Source: an optimization exercise on an open RTL-to-GDS flow (aim: small area, a short achievable clock period and few clock cycles). Production flows keep margins and buffers that such runs may drop. At most, simulation tests tie the RTL to the original design; equivalence was not proved. Power figures rest on the tool's default switching activity, not on a simulated workload.

==> flow/design.v <==
module mips_div(
    input         div_clk,
    input         resetn,
    input         div_signed,
    input         div,
    input  [31:0] x,
    input  [31:0] y,
    output [31:0] s,       
    output [31:0] r,       
    output        complete
);
    localparam ST_IDLE = 2'd0, ST_LZ = 2'd1, ST_IT = 2'd3;
    reg [1:0]  st;
    reg        complete_r;
    reg [32:0] rem;      
    reg [31:0] dv;       
    reg [31:0] q;
    reg [4:0]  cnt;
    reg [4:0]  lzx;
    reg [5:0]  lzy;
    reg        xn, yn, sub;
    reg        first;    
    wire sx     = div_signed & x[31];
    wire sy     = div_signed & y[31];
    wire sub_in = ~(sx ^ sy);
    wire sneg   = ~sub;
    wire [30:0] ux = x[30:0] ^ x[31:1];
    wire [30:0] uy = y[30:0] ^ y[31:1];
    wire [4:0]  lx, ly;
    wire        ynz;
    lzc32 u_lzx(.v({1'b0, ux[30:1], 1'b1}), .z(lx), .nz());
    lzc32 u_lzy(.v({1'b0, uy[30:0]}), .z(ly), .nz(ynz));
    wire [6:0] kd = {1'b0, lzy} - {2'b0, lzx};
    wire [4:0] k  = kd[6] ? 5'd0 : kd[4:0];
    wire [31:0] dsh = (dv << k) | ({32{sub}} & ~({32{1'b1}} << k));
    wire [32:0] b    = {~xn, dv};
    wire [32:0] t;
    bk_add #(33) u_add(.a(rem), .b(b), .cin(sub), .s(t));
    wire [32:0] pp   = rem ^ b;
    wire [32:0] kk   = {rem[31:0] | b[31:0], sub};
    wire        zero = (pp == kk);                         
    wire        acc  = xn ? (t[32] | zero) : ~t[32];
    wire        last = (cnt == 5'd0);
    always @(posedge div_clk) begin
        if (!resetn) begin
            st         <= ST_IDLE;
            complete_r <= 1'b0;
        end else begin
            complete_r <= 1'b0;
            case (st)
            ST_IDLE: if (div) st <= ST_LZ;
            ST_LZ: begin
                if (!div) st <= ST_IDLE;
                else if (!acc) begin
                    st         <= ST_IDLE;
                    complete_r <= 1'b1;
                end else st <= ST_IT;
            end
            default: begin
                if (!div) st <= ST_IDLE;
                else if (last) begin
                    st         <= ST_IDLE;
                    complete_r <= 1'b1;
                end
            end
            endcase
        end
    end
    always @(posedge div_clk) begin
        xn  <= sx;
        yn  <= sy;
        sub <= sub_in;
        lzx <= (x[31] & ~div_signed) ? 5'd0 : lx;
        lzy <= (y[31] & ~div_signed) ? 6'd0 : (ynz ? {1'b0, ly} : 6'd32);
        cnt <= (st == ST_LZ) ? k : cnt - 5'd1;
        first <= (st == ST_LZ);
        if (st == ST_IT) q <= {(first ? {31{sneg}} : q[30:0]), acc ^ sneg};
        else             q <= 32'd0;
        case (st)
        ST_IDLE: dv <= y ^ {32{sub_in}};
        ST_LZ:   dv <= dsh;
        default: dv <= {~xn, dv[31:1]};
        endcase
        if (st == ST_IDLE)
            rem <= {sx, x};
        else if (acc && (st == ST_IT || (st == ST_LZ && sneg)))
            rem <= t;
    end
    assign complete = complete_r;
    assign s = q;
    assign r = rem[31:0];
endmodule
module bk_add #(parameter N = 33) (
    input  [N-1:0] a,
    input  [N-1:0] b,
    input          cin,
    output [N-1:0] s
);
    localparam L = 6;             
    wire [N-1:0] p = a ^ b;
    wire [N-1:0] g = (a & b) | {{(N-1){1'b0}}, p[0] & cin};
    genvar l, i;
    generate
        for (l = 0; l <= 2*L; l = l + 1) begin : lv
            wire [N-1:0] G, P;
            if (l == 0) begin : z
                assign G = g;
                assign P = p;
            end else if (l <= L) begin : u
                for (i = 0; i < N; i = i + 1) begin : b
                    if (((i + 1) % (1 << l)) == 0) begin : m
                        assign G[i] = lv[l-1].G[i] | (lv[l-1].P[i] & lv[l-1].G[i - (1 << (l-1))]);
                        assign P[i] = lv[l-1].P[i] & lv[l-1].P[i - (1 << (l-1))];
                    end else begin : k
                        assign G[i] = lv[l-1].G[i];
                        assign P[i] = lv[l-1].P[i];
                    end
                end
            end else begin : d
                localparam integer S = 1 << (2*L - l);
                for (i = 0; i < N; i = i + 1) begin : b
                    if (((i + 1) % (2*S)) == S && i >= 2*S) begin : m
                        assign G[i] = lv[l-1].G[i] | (lv[l-1].P[i] & lv[l-1].G[i - S]);
                        assign P[i] = lv[l-1].P[i] & lv[l-1].P[i - S];
                    end else begin : k
                        assign G[i] = lv[l-1].G[i];
                        assign P[i] = lv[l-1].P[i];
                    end
                end
            end
        end
    endgenerate
    wire [N-1:0] c = lv[2*L].G;
    assign s = p ^ {c[N-2:0], cin};
endmodule
module lzc32(
    input  [31:0] v,
    output [4:0]  z,
    output        nz
);
    wire [15:0] a1, z1;
    wire [7:0]  a2;
    wire [15:0] z2;
    wire [3:0]  a3;
    wire [11:0] z3;
    wire [1:0]  a4;
    wire [7:0]  z4;
    genvar i;
    generate
        for (i = 0; i < 16; i = i + 1) begin : l1
            assign a1[i] = v[2*i+1] | v[2*i];
            assign z1[i] = ~v[2*i+1];
        end
        for (i = 0; i < 8; i = i + 1) begin : l2
            assign a2[i] = a1[2*i+1] | a1[2*i];
            assign z2[2*i+1:2*i] = a1[2*i+1] ? {1'b0, z1[2*i+1]} : {1'b1, z1[2*i]};
        end
        for (i = 0; i < 4; i = i + 1) begin : l3
            assign a3[i] = a2[2*i+1] | a2[2*i];
            assign z3[3*i+2:3*i] = a2[2*i+1] ? {1'b0, z2[4*i+3:4*i+2]} : {1'b1, z2[4*i+1:4*i]};
        end
        for (i = 0; i < 2; i = i + 1) begin : l4
            assign a4[i] = a3[2*i+1] | a3[2*i];
            assign z4[4*i+3:4*i] = a3[2*i+1] ? {1'b0, z3[6*i+5:6*i+3]} : {1'b1, z3[6*i+2:6*i]};
        end
    endgenerate
    assign z  = a4[1] ? {1'b0, z4[7:4]} : {1'b1, z4[3:0]};
    assign nz = a4[1] | a4[0];
endmodule
Settings: LEC_CHECK=0, CAP_MARGIN=20, CORE_MARGIN=2, CORE_UTILIZATION=40, SETUP_SLACK_MARGIN=5, SLEW_MARGIN=20, TNS_END_PERCENT=0; clock period 8.0 ns.
standard.sh (not shown) runs the stock make flow with config.mk's settings and CLKGATE_MAP_FILE= SYNTH_SCRIPT=/design/flow/synth_recipe.tcl, a recipe that flattens the netlist after the stock synthesis.
==> flow/flow/run.sh <==
#!/bin/bash
# The standard layout (standard.sh, unchanged synthesis), except that the
# port buffers are plain buf_2 cells instead of the default delay-buffer cell.
set -euo pipefail
bash standard.sh BUFFER_PORTS_ARGS="-buffer_cell sky130_fd_sc_hd__buf_2" finish > make_finish.log 2>&1
Change:
--- a/flow/design.v
+++ b/flow/design.v
@@ -17,6 +17,5 @@
     reg [31:0] q;
     reg [4:0]  cnt;
-    reg [4:0]  lzx;
-    reg [5:0]  lzy;
+    reg [4:0]  lzx, lzy;
     reg        xn, yn, sub;
     reg        first;    
@@ -28,10 +27,8 @@
     wire [30:0] uy = y[30:0] ^ y[31:1];
     wire [4:0]  lx, ly;
-    wire        ynz;
-    lzc32 u_lzx(.v({1'b0, ux[30:1], 1'b1}), .z(lx), .nz());
-    lzc32 u_lzy(.v({1'b0, uy[30:0]}), .z(ly), .nz(ynz));
-    wire [6:0] kd = {1'b0, lzy} - {2'b0, lzx};
-    wire [4:0] k  = kd[6] ? 5'd0 : kd[4:0];
-    wire [31:0] dsh = (dv << k) | ({32{sub}} & ~({32{1'b1}} << k));
+    lzc32 u_lzx(.v({1'b0, ux[30:1], 1'b1}), .z(lx));
+    lzc32 u_lzy(.v({1'b0, uy[30:1], 1'b1}), .z(ly));
+    wire [5:0] k = {1'b0, lzy} - {1'b0, lzx} + {5'd0, xn};
+    wire [31:0] dsh = (dv << k[4:0]) | ({32{sub}} & ~({32{1'b1}} << k[4:0]));
     wire [32:0] b    = {~xn, dv};
     wire [32:0] t;
@@ -72,6 +69,6 @@
         sub <= sub_in;
         lzx <= (x[31] & ~div_signed) ? 5'd0 : lx;
-        lzy <= (y[31] & ~div_signed) ? 6'd0 : (ynz ? {1'b0, ly} : 6'd32);
-        cnt <= (st == ST_LZ) ? k : cnt - 5'd1;
+        lzy <= (y[31] & ~div_signed) ? 5'd0 : ly;
+        cnt <= (st == ST_LZ) ? k[4:0] : cnt - 5'd1;
         first <= (st == ST_LZ);
         if (st == ST_IT) q <= {(first ? {31{sneg}} : q[30:0]), acc ^ sneg};
@@ -136,6 +133,5 @@
 module lzc32(
     input  [31:0] v,
-    output [4:0]  z,
-    output        nz
+    output [4:0]  z
 );
     wire [15:0] a1, z1;
@@ -165,5 +161,4 @@
         end
     endgenerate
-    assign z  = a4[1] ? {1'b0, z4[7:4]} : {1'b1, z4[3:0]};
-    assign nz = a4[1] | a4[0];
+    assign z = a4[1] ? {1'b0, z4[7:4]} : {1'b1, z4[3:0]};
 endmodule
Result: Critical path depth grows by 1; utilization grows by 0.74 points; wire length fell by about 18%; setup slack is worse by 0.30 ns; final area came out lower by about 7%; combinational power went down by about 10%; register-to-register slack loses 0.30 ns; non-clock buffer count fell by 9.
Function was not checked in any run of this note: the RTL went through the layout flow alone.


## the previous run
Starts from the design.v that is shown in full above.
export LEC_CHECK = 0
export CAP_MARGIN = 20
export CORE_MARGIN = 2
export CORE_UTILIZATION = 40
export SETUP_SLACK_MARGIN = 5
export SLEW_MARGIN = 20
export TNS_END_PERCENT = 0
create_clock -name core_clock -period 8.0 [get_ports {div_clk}]
==> flow/flow/run.sh <==
#!/bin/bash
# The standard layout (standard.sh, unchanged synthesis), except that:
#  - the port buffers are plain buf_2 cells instead of the default delay-buffer cell;
#  - clock tree synthesis uses clkbuf_4/clkbuf_8 and no dummy loads.
set -euo pipefail
bash standard.sh \
  BUFFER_PORTS_ARGS="-buffer_cell sky130_fd_sc_hd__buf_2" \
  CTS_ARGS="-sink_clustering_enable -repair_clock_nets -buf_list {sky130_fd_sc_hd__clkbuf_4 sky130_fd_sc_hd__clkbuf_8} -dont_use_dummy_load" \
  finish > make_finish.log 2>&1
Input-level comparison between the current run and the previous run:
==> flow/design.v <==
module mips_div(
    input         div_clk,
    input         resetn,
    input         div_signed,
    input         div,
    input  [31:0] x,
    input  [31:0] y,
    output [31:0] s,       
    output [31:0] r,       
    output        complete
);
    localparam ST_IDLE = 2'd0, ST_LZ = 2'd1, ST_IT = 2'd3;
    reg [1:0]  st;
    reg        complete_r;
    reg [32:0] rem;      
    reg [31:0] dv;       
    reg [31:0] q;
    reg [4:0]  cnt;
    reg [4:0]  lzx;
    reg [5:0]  lzy;
    reg        xn, yn, sub;
    reg        first;    
    wire sx     = div_signed & x[31];
    wire sy     = div_signed & y[31];
    wire sub_in = ~(sx ^ sy);
    wire sneg   = ~sub;
    wire [30:0] ux = x[30:0] ^ x[31:1];
    wire [30:0] uy = y[30:0] ^ y[31:1];
    wire [4:0]  lx, ly;
    wire        ynz;
    lzc32 u_lzx(.v({1'b0, ux[30:1], 1'b1}), .z(lx), .nz());
    lzc32 u_lzy(.v({1'b0, uy[30:0]}), .z(ly), .nz(ynz));
    wire [6:0] kd = {1'b0, lzy} - {2'b0, lzx};
    wire [4:0] k  = kd[6] ? 5'd0 : kd[4:0];
    wire       kz1 = sub & (k == 5'd0);
    wire [31:0] dsh = (dv << k) | ({32{sub}} & ~({32{1'b1}} << k));
    wire [32:0] b    = {~xn, dv};
    wire [33:0] sum  = {rem, 1'b1} + {b, sub};             
    wire [32:0] t    = sum[33:1];
    wire        zero = ~|t;                                
    wire        acc  = xn ? (t[32] | zero) : ~t[32];
    wire        last = (cnt == 5'd0);
    always @(posedge div_clk) begin
        if (!resetn) begin
            st         <= ST_IDLE;
            complete_r <= 1'b0;
        end else begin
            complete_r <= 1'b0;
            case (st)
            ST_IDLE: if (div) st <= ST_LZ;
            ST_LZ: begin
                if (!div) st <= ST_IDLE;
                else if (!acc || kz1) begin
                    st         <= ST_IDLE;
                    complete_r <= 1'b1;
                end else st <= ST_IT;
            end
            default: begin
                if (!div) st <= ST_IDLE;
                else if (last) begin
                    st         <= ST_IDLE;
                    complete_r <= 1'b1;
                end
            end
            endcase
        end
    end
    always @(posedge div_clk) begin
        xn  <= sx;
        yn  <= sy;
        sub <= sub_in;
        lzx <= (x[31] & ~div_signed) ? 5'd0 : lx;
        lzy <= (y[31] & ~div_signed) ? 6'd0 : (ynz ? {1'b0, ly} : 6'd32);
        cnt <= (st == ST_LZ) ? k : cnt - 5'd1;
        first <= (st == ST_LZ);
        if (st == ST_IT) q <= {(first ? {31{sneg}} : q[30:0]), acc ^ sneg};
        else             q <= {31'd0, (st == ST_LZ) & kz1 & acc};
        case (st)
        ST_IDLE: dv <= y ^ {32{sub_in}};
        ST_LZ:   dv <= dsh;
        default: dv <= {~xn, dv[31:1]};
        endcase
        if (st == ST_IDLE)
            rem <= {sx, x};
        else if (acc && (st == ST_IT || (st == ST_LZ && (sneg || kz1))))
            rem <= t;
    end
    assign complete = complete_r;
    assign s = q;
    assign r = rem[31:0];
endmodule
module lzc32(
    input  [31:0] v,
    output [4:0]  z,
    output        nz
);
    wire [15:0] a1, z1;
    wire [7:0]  a2;
    wire [15:0] z2;
    wire [3:0]  a3;
    wire [11:0] z3;
    wire [1:0]  a4;
    wire [7:0]  z4;
    genvar i;
    generate
        for (i = 0; i < 16; i = i + 1) begin : l1
            assign a1[i] = v[2*i+1] | v[2*i];
            assign z1[i] = ~v[2*i+1];
        end
        for (i = 0; i < 8; i = i + 1) begin : l2
            assign a2[i] = a1[2*i+1] | a1[2*i];
            assign z2[2*i+1:2*i] = a1[2*i+1] ? {1'b0, z1[2*i+1]} : {1'b1, z1[2*i]};
        end
        for (i = 0; i < 4; i = i + 1) begin : l3
            assign a3[i] = a2[2*i+1] | a2[2*i];
            assign z3[3*i+2:3*i] = a2[2*i+1] ? {1'b0, z2[4*i+3:4*i+2]} : {1'b1, z2[4*i+1:4*i]};
        end
        for (i = 0; i < 2; i = i + 1) begin : l4
            assign a4[i] = a3[2*i+1] | a3[2*i];
            assign z4[4*i+3:4*i] = a3[2*i+1] ? {1'b0, z3[6*i+5:6*i+3]} : {1'b1, z3[6*i+2:6*i]};
        end
    endgenerate
    assign z  = a4[1] ? {1'b0, z4[7:4]} : {1'b1, z4[3:0]};
    assign nz = a4[1] | a4[0];
endmodule
==> comparison <==
The current run finished end to end and its layout was clean on timing, DRC and antenna.
When the current run is measured against the previous run, its final period utilization turns out 3.3 points higher.
Synthesized area, the previous run and the current run: larger value in the previous run
The previous run and the current run ended up with nearly the same worst hold slack.
Between the previous run and the current run, the flow reports total power increasing by more than a quarter.
When the final numbers for the previous run and the current run were put side by side, the number of standard cells in the final layout excluding fillers turned out to be smaller in the current run.
No run of this note included a check of the RTL's function; only the layout flow was run.


## trial 80
mips_div, a different RTL version from the one above (not shown whole).
Size: roughly 130 I/O pins, about 0.011 mm2 of cells after synthesis.
==> module mips_div, before the edit <==
module mips_div(
    input         div_clk,
    input         resetn,
    input         div_signed,
    input         div,
    input  [31:0] x,
    input  [31:0] y,
    output [31:0] s,       
    output [31:0] r,       
    output        complete
);
    localparam ST_IDLE = 2'd0, ST_LZ = 2'd1, ST_FIX = 2'd2, ST_IT = 2'd3;
    reg [1:0]  st;
    reg        complete_r;
    reg [32:0] rem;      
    reg [31:0] dv;       
    reg [31:0] q;
    reg [4:0]  cnt;
    reg [4:0]  lzx;
    reg [5:0]  lzy;
    reg        xn, yn, sub;
    reg        first;    
    reg        zfix;     
    reg        fromlz;   
    wire sx     = div_signed & x[31];
    wire sy     = div_signed & y[31];
    wire sub_in = ~(sx ^ sy);
    wire sneg   = ~sub;
    wire [30:0] ux = x[30:0] ^ x[31:1];
    wire [30:0] uy = y[30:0] ^ y[31:1];
    wire [4:0]  lx, ly;
    wire        ynz;
    lzc32 u_lzx(.v({1'b0, ux[30:1], 1'b1}), .z(lx), .nz());
    lzc32 u_lzy(.v({1'b0, uy[30:0]}), .z(ly), .nz(ynz));
    wire [6:0] kd = {1'b0, lzy} - {2'b0, lzx};
    wire [4:0] k  = kd[4:0];
    wire       kz1 = sub & (k == 5'd0);
    wire [31:0] dsh = (dv << k) | ({32{sub}} & ~({32{1'b1}} << k));
    wire [32:0] b    = {~xn, dv};
    wire [33:0] sum  = {rem, 1'b1} + {b, sub};             
    wire [32:0] t    = sum[33:1];
    wire        zt   = xn & ~|t;                           
    wire        acc  = (xn ? t[32] : ~t[32]) & ~zfix;
    wire        last = (cnt == 5'd0);
    always @(posedge div_clk) begin
        if (!resetn) begin
            st         <= ST_IDLE;
            complete_r <= 1'b0;
        end else begin
            complete_r <= 1'b0;
            case (st)
            ST_IDLE: if (div) st <= ST_LZ;
            ST_LZ: begin
                if (!div) st <= ST_IDLE;
                else if (zt) st <= ST_FIX;
                else if (!acc || kz1) begin
                    st         <= ST_IDLE;
                    complete_r <= 1'b1;
                end else st <= ST_IT;
            end
            ST_FIX: begin
                st         <= ST_IDLE;
                complete_r <= div;
            end
            default: begin
                if (!div) st <= ST_IDLE;
                else if (last && zt && !zfix) st <= ST_FIX;
                else if (last) begin
                    st         <= ST_IDLE;
                    complete_r <= 1'b1;
                end
            end
            endcase
        end
    end
    always @(posedge div_clk) begin
        xn  <= sx;
        yn  <= sy;
        sub <= sub_in;
        lzx <= (x[31] & ~div_signed) ? 5'd0 : lx;
        lzy <= (y[31] & ~div_signed) ? 6'd0 : (ynz ? {1'b0, ly} : 6'd32);
        cnt <= (st == ST_LZ) ? k : cnt - 5'd1;
        first  <= (st == ST_LZ);
        zfix   <= (st == ST_IT) & zt & ~zfix & ~last;
        fromlz <= (st == ST_LZ);
        case (st)
        ST_IT:   q <= {(first ? {31{sneg}} : {q[30:1], q[0] ^ zfix}), acc ^ sneg};
        ST_FIX:  q <= fromlz ? {{31{sneg}}, 1'b1} : {q[31:1], ~q[0]};
        ST_LZ:   q <= {31'd0, kz1 & acc};
        default: q <= 32'd0;
        endcase
        case (st)
        ST_IDLE: dv <= y ^ {32{sub_in}};
        ST_LZ:   dv <= dsh;
        default: dv <= {~xn, dv[31:1]};
        endcase
        if (st == ST_IDLE)
            rem <= {sx, x};
        else if (st == ST_FIX || zfix)
            rem <= 33'd0;
        else if (acc && (st == ST_IT || (st == ST_LZ && (sneg || kz1))))
            rem <= t;
    end
    assign complete = complete_r;
    assign s = q;
    assign r = rem[31:0];
endmodule
clock: 8.0 ns
lec_check: 0
cap_margin: 20
core_margin: 2
core_utilization: 40
setup_slack_margin: 5
slew_margin: 20
tns_end_percent: 0
Scripts as last shown in full above: flow/flow/run.sh
Testbench counts of trial 80, summed over its fixed seeds: cycles 41,468.
Modified inputs, trial 41 compared to trial 80
diff --git a/flow/design.v b/flow/design.v
--- a/flow/design.v
+++ b/flow/design.v
@@ -9,7 +9,7 @@
     output [31:0] r,       
     output        complete
 );
-    localparam ST_IDLE = 2'd0, ST_LZ = 2'd1, ST_FIX = 2'd2, ST_IT = 2'd3;
+    localparam ST_IDLE = 2'd0, ST_LZ = 2'd1, ST_IT = 2'd3;
     reg [1:0]  st;
     reg        complete_r;
     reg [32:0] rem;      
@@ -20,8 +20,6 @@
     reg [5:0]  lzy;
     reg        xn, yn, sub;
     reg        first;    
-    reg        zfix;     
-    reg        fromlz;   
     wire sx     = div_signed & x[31];
     wire sy     = div_signed & y[31];
     wire sub_in = ~(sx ^ sy);
@@ -33,14 +31,15 @@
     lzc32 u_lzx(.v({1'b0, ux[30:1], 1'b1}), .z(lx), .nz());
     lzc32 u_lzy(.v({1'b0, uy[30:0]}), .z(ly), .nz(ynz));
     wire [6:0] kd = {1'b0, lzy} - {2'b0, lzx};
-    wire [4:0] k  = kd[4:0];
-    wire       kz1 = sub & (k == 5'd0);
+    wire [4:0] k  = kd[6] ? 5'd0 : kd[4:0];
     wire [31:0] dsh = (dv << k) | ({32{sub}} & ~({32{1'b1}} << k));
     wire [32:0] b    = {~xn, dv};
     wire [33:0] sum  = {rem, 1'b1} + {b, sub};             
     wire [32:0] t    = sum[33:1];
-    wire        zt   = xn & ~|t;                           
-    wire        acc  = (xn ? t[32] : ~t[32]) & ~zfix;
+    wire [32:0] pp   = rem ^ b;
+    wire [32:0] kk   = {rem[31:0] | b[31:0], sub};
+    wire        zero = (pp == kk);                         
+    wire        acc  = xn ? (t[32] | zero) : ~t[32];
     wire        last = (cnt == 5'd0);
     always @(posedge div_clk) begin
         if (!resetn) begin
@@ -52,19 +51,13 @@
             ST_IDLE: if (div) st <= ST_LZ;
             ST_LZ: begin
                 if (!div) st <= ST_IDLE;
-                else if (zt) st <= ST_FIX;
-                else if (!acc || kz1) begin
+                else if (!acc) begin
                     st         <= ST_IDLE;
                     complete_r <= 1'b1;
                 end else st <= ST_IT;
             end
-            ST_FIX: begin
-                st         <= ST_IDLE;
-                complete_r <= div;
-            end
             default: begin
                 if (!div) st <= ST_IDLE;
-                else if (last && zt && !zfix) st <= ST_FIX;
                 else if (last) begin
                     st         <= ST_IDLE;
                     complete_r <= 1'b1;
@@ -80,15 +73,9 @@
         lzx <= (x[31] & ~div_signed) ? 5'd0 : lx;
         lzy <= (y[31] & ~div_signed) ? 6'd0 : (ynz ? {1'b0, ly} : 6'd32);
         cnt <= (st == ST_LZ) ? k : cnt - 5'd1;
-        first  <= (st == ST_LZ);
-        zfix   <= (st == ST_IT) & zt & ~zfix & ~last;
-        fromlz <= (st == ST_LZ);
-        case (st)
-        ST_IT:   q <= {(first ? {31{sneg}} : {q[30:1], q[0] ^ zfix}), acc ^ sneg};
-        ST_FIX:  q <= fromlz ? {{31{sneg}}, 1'b1} : {q[31:1], ~q[0]};
-        ST_LZ:   q <= {31'd0, kz1 & acc};
-        default: q <= 32'd0;
-        endcase
+        first <= (st == ST_LZ);
+        if (st == ST_IT) q <= {(first ? {31{sneg}} : q[30:0]), acc ^ sneg};
+        else             q <= 32'd0;
         case (st)
         ST_IDLE: dv <= y ^ {32{sub_in}};
         ST_LZ:   dv <= dsh;
@@ -96,9 +83,7 @@
         endcase
         if (st == ST_IDLE)
             rem <= {sx, x};
-        else if (st == ST_FIX || zfix)
-            rem <= 33'd0;
-        else if (acc && (st == ST_IT || (st == ST_LZ && (sneg || kz1))))
+        else if (acc && (st == ST_IT || (st == ST_LZ && sneg)))
             rem <= t;
     end
     assign complete = complete_r;
Notes after the runs:
Wire: trial 41 routes more than trial 80. Changes observed in trial 41 relative to trial 80: die extent in x rose about 1.7%, non-clock buffer count rose 42. Note that the via count recorded for trial 80 amounts to 0.921 times the value seen in trial 41. Relative to trial 80, instance count of the mapped netlist has gone up in trial 41. Cmp trial 41 vs trial 80: total stage count of the critical path lower in trial 41. In the flow results for trial 80 and trial 41, the fraction of the mapped netlist area in simple logic gates is larger on trial 41. Clock network power (trial 41 vs. trial 80) increases by a few percent. Per the final summary, trial 41 finished and its layout is clean on timing, DRC and antenna. Summary: HPWL after detailed placement, trial 41 worse than trial 80. Trial 41 against trial 80: sequential-cell power consumption level, worst setup slack moved down, worst hold margin moved down.
Testbench counts of trial 41, summed over its fixed seeds: cycles 41,778.

## static timing again, ports no longer ideal
The flow's constraints put no driver on any port. The routed layouts listed below were extracted and timed again, unchanged, in two steps.
Step 1 sets driving cells, clkbuf_16 on the clock port and buf_2 on the other inputs (assumed; they add their load-dependent delay and slew).
Step 2 adds t to the input delays and takes it off the output delays; t is the mean of the earliest and latest rising clock arrival at the registers after step 1. Input paths then give back, and output paths get back, about the clock's delay inside the block.
a / b / c = ideal ports / drivers / drivers and shift; a / b = the first two.
| run | t (ns) | setup WS [ns] | worst setup path after step 2 | clock arrival spread, ns | pins driven straight from the clock port |
|---|---|---|---|---|---|
| the first run of note 1 | 0.482 | 4.363 / 4.363 / 4.363 | register to register | 0.015 / 0.016 | 1 |
| the second run of note 1 | 0.475 | 4.064 / 4.064 / 4.064 | register to register | 0.013 / 0.013 | 1 |
| the previous run | 0.499 | 4.283 / 4.283 / 4.283 | register to register | 0.043 / 0.042 | 1 |
| the current run | 0.492 | 4.016 / 4.016 / 4.016 | register to register | 0.035 / 0.035 | 1 |
| trial 80 | 0.484 | 4.884 / 4.884 / 4.427 | input to register | 0.050 / 0.050 | 1 |
| trial 41 | 0.500 | 4.802 / 4.802 / 4.448 | input to register | 0.036 / 0.036 | 1 |
After both steps every run listed still meets setup and hold. The setup slack of trial 80, which loses most, moves by 0.000 ns with the drivers and by -0.457 ns with both steps.
